From an optimization exercise on the open Yosys and OpenROAD flow, aimed at small area; shortcuts taken in it are not production practice.
Function was checked by simulation only, so behaviour that the tests miss may differ from the original.
Power figures rest on the tool's default switching activity, not on a simulated workload.

## router_top_module
module router_top_module (
    input clock,
    input resetn,
    input packet_valid,
    input [7:0] data_in,
    input [2:0] read_en,
    output [7:0] data_out_0,
    output [7:0] data_out_1,
    output [7:0] data_out_2,
    output [2:0] valid_out,
    output error,
    output busy
);
Size in the first run: about 0.021 mm^2 of cells after synthesis.
export LEC_CHECK = 0
export CAP_MARGIN = 20
export CORE_MARGIN = 2
export CORE_UTILIZATION = 40
export CTS_BUF_LIST = sky130_fd_sc_hd__clkbuf_8
export CTS_CLUSTER_DIAMETER = 40
export CTS_CLUSTER_SIZE = 22
export SLEW_MARGIN = 20
export SYNTH_HIERARCHICAL = 1
create_clock -name core_clock -period 5.0 [get_ports {clock}]
run.sh (not shown) runs the stock make flow with config.mk's settings and CLKGATE_MAP_FILE= SYNTH_SCRIPT=/design/flow/synth_recipe.tcl, a recipe that flattens the netlist after the stock synthesis.
==> next run, changes <==
==> flow/flow/run.sh (new file) <==
#!/bin/bash
# Layout: the standard flow, with clock tree synthesis told not to add
# dummy loads and to build the tree from clkbuf_8 cells; synthesis buffers
# removed at floorplan, ports buffered with buf_1, and gates off the critical
# paths downsized after global routing.
set -euo pipefail
export CTS_ARGS="-sink_clustering_enable -repair_clock_nets -dont_use_dummy_load -buf_list sky130_fd_sc_hd__clkbuf_8 -sink_clustering_size 18 -sink_clustering_max_diameter 50"
export REMOVE_ABC_BUFFERS=1
export BUFFER_PORTS_ARGS="-buffer_cell sky130_fd_sc_hd__buf_1"
export RECOVER_POWER=100
bash standard.sh finish > flow_standard.log 2>&1
==> flow/standard.sh (new file) <==
#!/bin/bash
# synth_recipe.tcl (not shown) runs the flow's synth.tcl, then flattens the netlist and writes it again
# the make line also repeats each setting of config.mk as NAME=value (left out here)
make -C /OpenROAD-flow-scripts/flow DESIGN_CONFIG=/design/flow/config.mk WORK_HOME=/design/flow/orfs CLKGATE_MAP_FILE= SYNTH_SCRIPT=/design/flow/synth_recipe.tcl "${@:-finish}"
- CTS_BUF_LIST: sky130_fd_sc_hd__clkbuf_8 -> unset
- CTS_CLUSTER_DIAMETER: 40 -> unset
- CTS_CLUSTER_SIZE: 22 -> unset
- SYNTH_HIERARCHICAL: 1 -> unset
removed: flow/run.sh
Result: With this change the flow produced a layout that fails on max-capacitance violations, max-slew violations. Setup slack gets worse by 290 ps. Power is lower by about a fifth. Fmax falls by a little under a tenth. Combinational power falls by roughly a tenth. Non-clock buffer count climbs by 4. Die area decreases slightly. Core utilization goes down by 2.3 points.
==> next run, changes <==
==> flow/flow/run.sh (replaced) <==
#!/bin/bash
# Layout: the standard flow, with clock tree synthesis told not to add
# dummy loads and to build the tree from clkbuf_8 cells.
set -euo pipefail
export CTS_ARGS="-sink_clustering_enable -repair_clock_nets -dont_use_dummy_load -buf_list sky130_fd_sc_hd__clkbuf_8 -sink_clustering_size 18 -sink_clustering_max_diameter 50"
bash standard.sh finish > flow_standard.log 2>&1
Outcome: Now the flow completed without violations; worst hold slack gains 18 ps; routed wire length increases by 1.9%; power came out higher by 1.0%; global-route usage climbs by 0.41 points; sequential share of layout area goes down by 1.2 points; maximum frequency rises by 5.1%; cell area went up by 1.9%; flip-flop and latch count does not change; worst setup slack improves by 180 ps; clock power increases by about 3%; combinational power is about the same.

========
router_top_module, a different RTL version from the one above (not shown whole).
==> flow/config.mk <==
export PLATFORM = sky130hd
export DESIGN_NAME = router_top_module
export DESIGN_NICKNAME = router_top_module
export VERILOG_FILES = /design/flow/design.v
export SDC_FILE = /design/flow/constraint.sdc
export NUM_CORES = 4
export LEC_CHECK = 0
export ABC_AREA = 1
export CAP_MARGIN = 20
export CORE_MARGIN = 2
export CORE_UTILIZATION = 40
export CTS_BUF_LIST = sky130_fd_sc_hd__clkbuf_4
export SLEW_MARGIN = 20
==> flow/constraint.sdc <==
create_clock -name core_clock -period 5.0 [get_ports {clock}]
set_input_delay 1.0000 -clock core_clock [delete_from_list [all_inputs] [get_ports {clock}]]
set_output_delay 1.0000 -clock core_clock [all_outputs]
set_load 0.01 [all_outputs]
Stock flow here: none of the scripts above is used.
The baseline passed the timing, DRC and antenna checks.
Change:
--- a/flow/config.mk
+++ b/flow/config.mk
@@ -7,3 +7,2 @@
 export LEC_CHECK = 0
-export ABC_AREA = 1
 export CAP_MARGIN = 20
@@ -11,3 +10,2 @@
 export CORE_UTILIZATION = 40
-export CTS_BUF_LIST = sky130_fd_sc_hd__clkbuf_4
 export SLEW_MARGIN = 20
=>
- The changed run produced a clean layout
- cell area grows by about 1.2%
- setup slack gains 0.017 ns
- sequential power shrinks by about 3%
- total power grows by 2.3%
- sequential cell count is unchanged
- clock-buffer cell count shrinks by 137
Change:
--- a/flow/config.mk
+++ b/flow/config.mk
@@ -7,2 +7,3 @@
 export LEC_CHECK = 0
+export ABC_AREA = 1
 export CAP_MARGIN = 20
@@ -10,2 +11,5 @@
 export CORE_UTILIZATION = 40
+export CTS_BUF_LIST = sky130_fd_sc_hd__clkbuf_8
+export CTS_CLUSTER_DIAMETER = 50
+export CTS_CLUSTER_SIZE = 18
 export SLEW_MARGIN = 20
Design area went down by 3.9%. Final cell count is higher by 15%. Clock power goes down by 27%. Maximum frequency grows by 7.3%. Power came out lower by 11%.
Change:
--- a/flow/config.mk
+++ b/flow/config.mk
@@ -11,5 +11,5 @@
 export CORE_UTILIZATION = 40
-export CTS_BUF_LIST = sky130_fd_sc_hd__clkbuf_8
-export CTS_CLUSTER_DIAMETER = 50
-export CTS_CLUSTER_SIZE = 18
+export CTS_BUF_LIST = sky130_fd_sc_hd__clkbuf_16
+export CTS_CLUSTER_DIAMETER = 60
+export CTS_CLUSTER_SIZE = 25
 export SLEW_MARGIN = 20
Effect: The new run finished clean. Clock-buffer cell count came out lower by 14. Die area does not change. Clock skew came out higher by 0.0042 ns. Via count falls by 0.99%.

========
router_top_module with an RTL version that a note above also has.
Size in the first run: about 1,300 cells after synthesis, roughly 43 I/O pins, roughly 21,000 sq um of cells after synthesis.
clock: 5.0 ns
lec_check: 0
cap_margin: 20
core_margin: 2
core_utilization: 40
cts_buf_list: sky130_fd_sc_hd__clkbuf_8
cts_cluster_diameter: 50
cts_cluster_size: 18
slew_margin: 20
synth_hierarchical: 1
==> next run, changes <==
==> flow/flow/run.sh (new file) <==
#!/bin/bash
# Layout: the standard flow, with clock tree synthesis told not to add
# dummy loads and to build the tree from clkbuf_8 cells.
set -euo pipefail
export CTS_ARGS="-sink_clustering_enable -repair_clock_nets -dont_use_dummy_load -buf_list sky130_fd_sc_hd__clkbuf_8 -sink_clustering_size 18 -sink_clustering_max_diameter 50"
bash standard.sh finish > flow_standard.log 2>&1
==> flow/standard.sh (new file) <==
#!/bin/bash
# synth_recipe.tcl (not shown) runs the flow's synth.tcl, then flattens the netlist and writes it again
# the make line also repeats each setting of config.mk as NAME=value (left out here)
make -C /OpenROAD-flow-scripts/flow DESIGN_CONFIG=/design/flow/config.mk WORK_HOME=/design/flow/orfs CLKGATE_MAP_FILE= SYNTH_SCRIPT=/design/flow/synth_recipe.tcl "${@:-finish}"
CTS_BUF_LIST = not set   (was sky130_fd_sc_hd__clkbuf_8)
CTS_CLUSTER_DIAMETER = not set   (was 50)
CTS_CLUSTER_SIZE = not set   (was 18)
removed: flow/run.sh
What happened: The new run went through all stages and came out clean; design area goes down by a few percent; cell count falls slightly; power decreases by a little under a tenth.
==> next run, changes <==
==> flow/flow/run.sh (replaced) <==
#!/bin/bash
# Layout: the standard flow, with synthesis buffers removed at floorplan,
# ports buffered with buf_1, and clock tree synthesis told not to add dummy
# loads and to build the tree from clkbuf_8 cells.
set -euo pipefail
export CTS_ARGS="-sink_clustering_enable -repair_clock_nets -dont_use_dummy_load -buf_list sky130_fd_sc_hd__clkbuf_8 -sink_clustering_size 24 -sink_clustering_max_diameter 40"
export REMOVE_ABC_BUFFERS=1
export BUFFER_PORTS_ARGS="-buffer_cell sky130_fd_sc_hd__buf_1"
bash standard.sh finish > flow_standard.log 2>&1
SYNTH_HIERARCHICAL = not set   (was 1)
What happened:
- The changed run went through all stages and came out clean
- setup slack gains 0.12 ns
- utilization went down by 0.12 points
- routed wire length went up by a few percent
- hold slack gains 0.017 ns
- cell count went up by a few percent
- global-route usage went up by 0.58 points
- sequential power went down by a few percent
- sequential share of layout area went up by 0.80 points
- clock-buffer cell count went up by 13
==> next run, changes <==
==> flow/flow/run.sh (replaced) <==
#!/bin/bash
# Layout: the standard flow, with synthesis buffers removed at floorplan,
# ports buffered with buf_1, and clock tree synthesis told not to add dummy
# loads and to build the tree from clkbuf_16 cells.
set -euo pipefail
export CTS_ARGS="-sink_clustering_enable -repair_clock_nets -dont_use_dummy_load -buf_list sky130_fd_sc_hd__clkbuf_16 -sink_clustering_size 30 -sink_clustering_max_diameter 60"
export REMOVE_ABC_BUFFERS=1
export BUFFER_PORTS_ARGS="-buffer_cell sky130_fd_sc_hd__buf_1"
bash standard.sh finish > flow_standard.log 2>&1
After rerunning:
- The changed run completed with no timing, DRC or antenna violations
- final area grows by 0.33%
- area after synthesis stays the same
- die area stays the same
- critical path depth shrinks by 1
- wire length shrinks by 0.64%
- setup slack gets worse by 0.021 ns

[afterwards: timing with drivers on the ports]
In the flow no input, the clock included, has a driving cell. The finished layouts below were timed again as built, in two steps. Step 1 (the two cells are an assumption about what drives the block):
set clk [get_ports {clock}]
set_driving_cell -lib_cell sky130_fd_sc_hd__clkbuf_16 $clk
set_driving_cell -lib_cell sky130_fd_sc_hd__buf_2 [delete_from_list [all_inputs] $clk]
Step 2 adds t to the input delays and takes it off the output delays; t is the mean of the earliest and latest rising clock arrival at the registers after step 1. Input paths then give back, and output paths get back, about the clock's delay inside the block. Slacks: ideal / step 1 / step 2; pairs: ideal / step 1.
| run | t, ns | slack for setup (ns) | worst slew at a driven data input, ns |
|---|---|---|---|
| the first run of note 1 | 0.685 | 1.527 / 1.475 / 1.046 | 0.08 |
| the second run of note 1 | 0.661 | 1.239 / 1.239 / 0.849 | 0.07 |
| the third run of note 1 | 0.677 | 1.421 / 1.370 / 0.977 | 0.10 |
| the first run of note 2 | 0.980 | 1.534 / 1.481 / 1.377 | 0.04 |
| the second run of note 2 | 0.667 | 1.551 / 1.499 / 1.195 | 0.04 |
| the third run of note 2 | 0.720 | 1.787 / 1.737 / 1.317 | 0.04 |
| the fourth run of note 2 | 0.628 | 1.789 / 1.789 / 1.360 | 0.04 |
| the first run of note 3 | 0.688 | 1.528 / 1.476 / 1.076 | 0.08 |
| the second run of note 3 | 0.667 | 1.526 / 1.473 / 1.079 | 0.09 |
| the third run of note 3 | 0.693 | 1.642 / 1.642 / 1.226 | 0.07 |
| the fourth run of note 3 | 0.604 | 1.621 / 1.621 / 1.217 | 0.06 |
For the first run of note 1, which loses most, drivers alone change the setup slack by -0.052 ns; drivers and shift together by -0.481 ns.
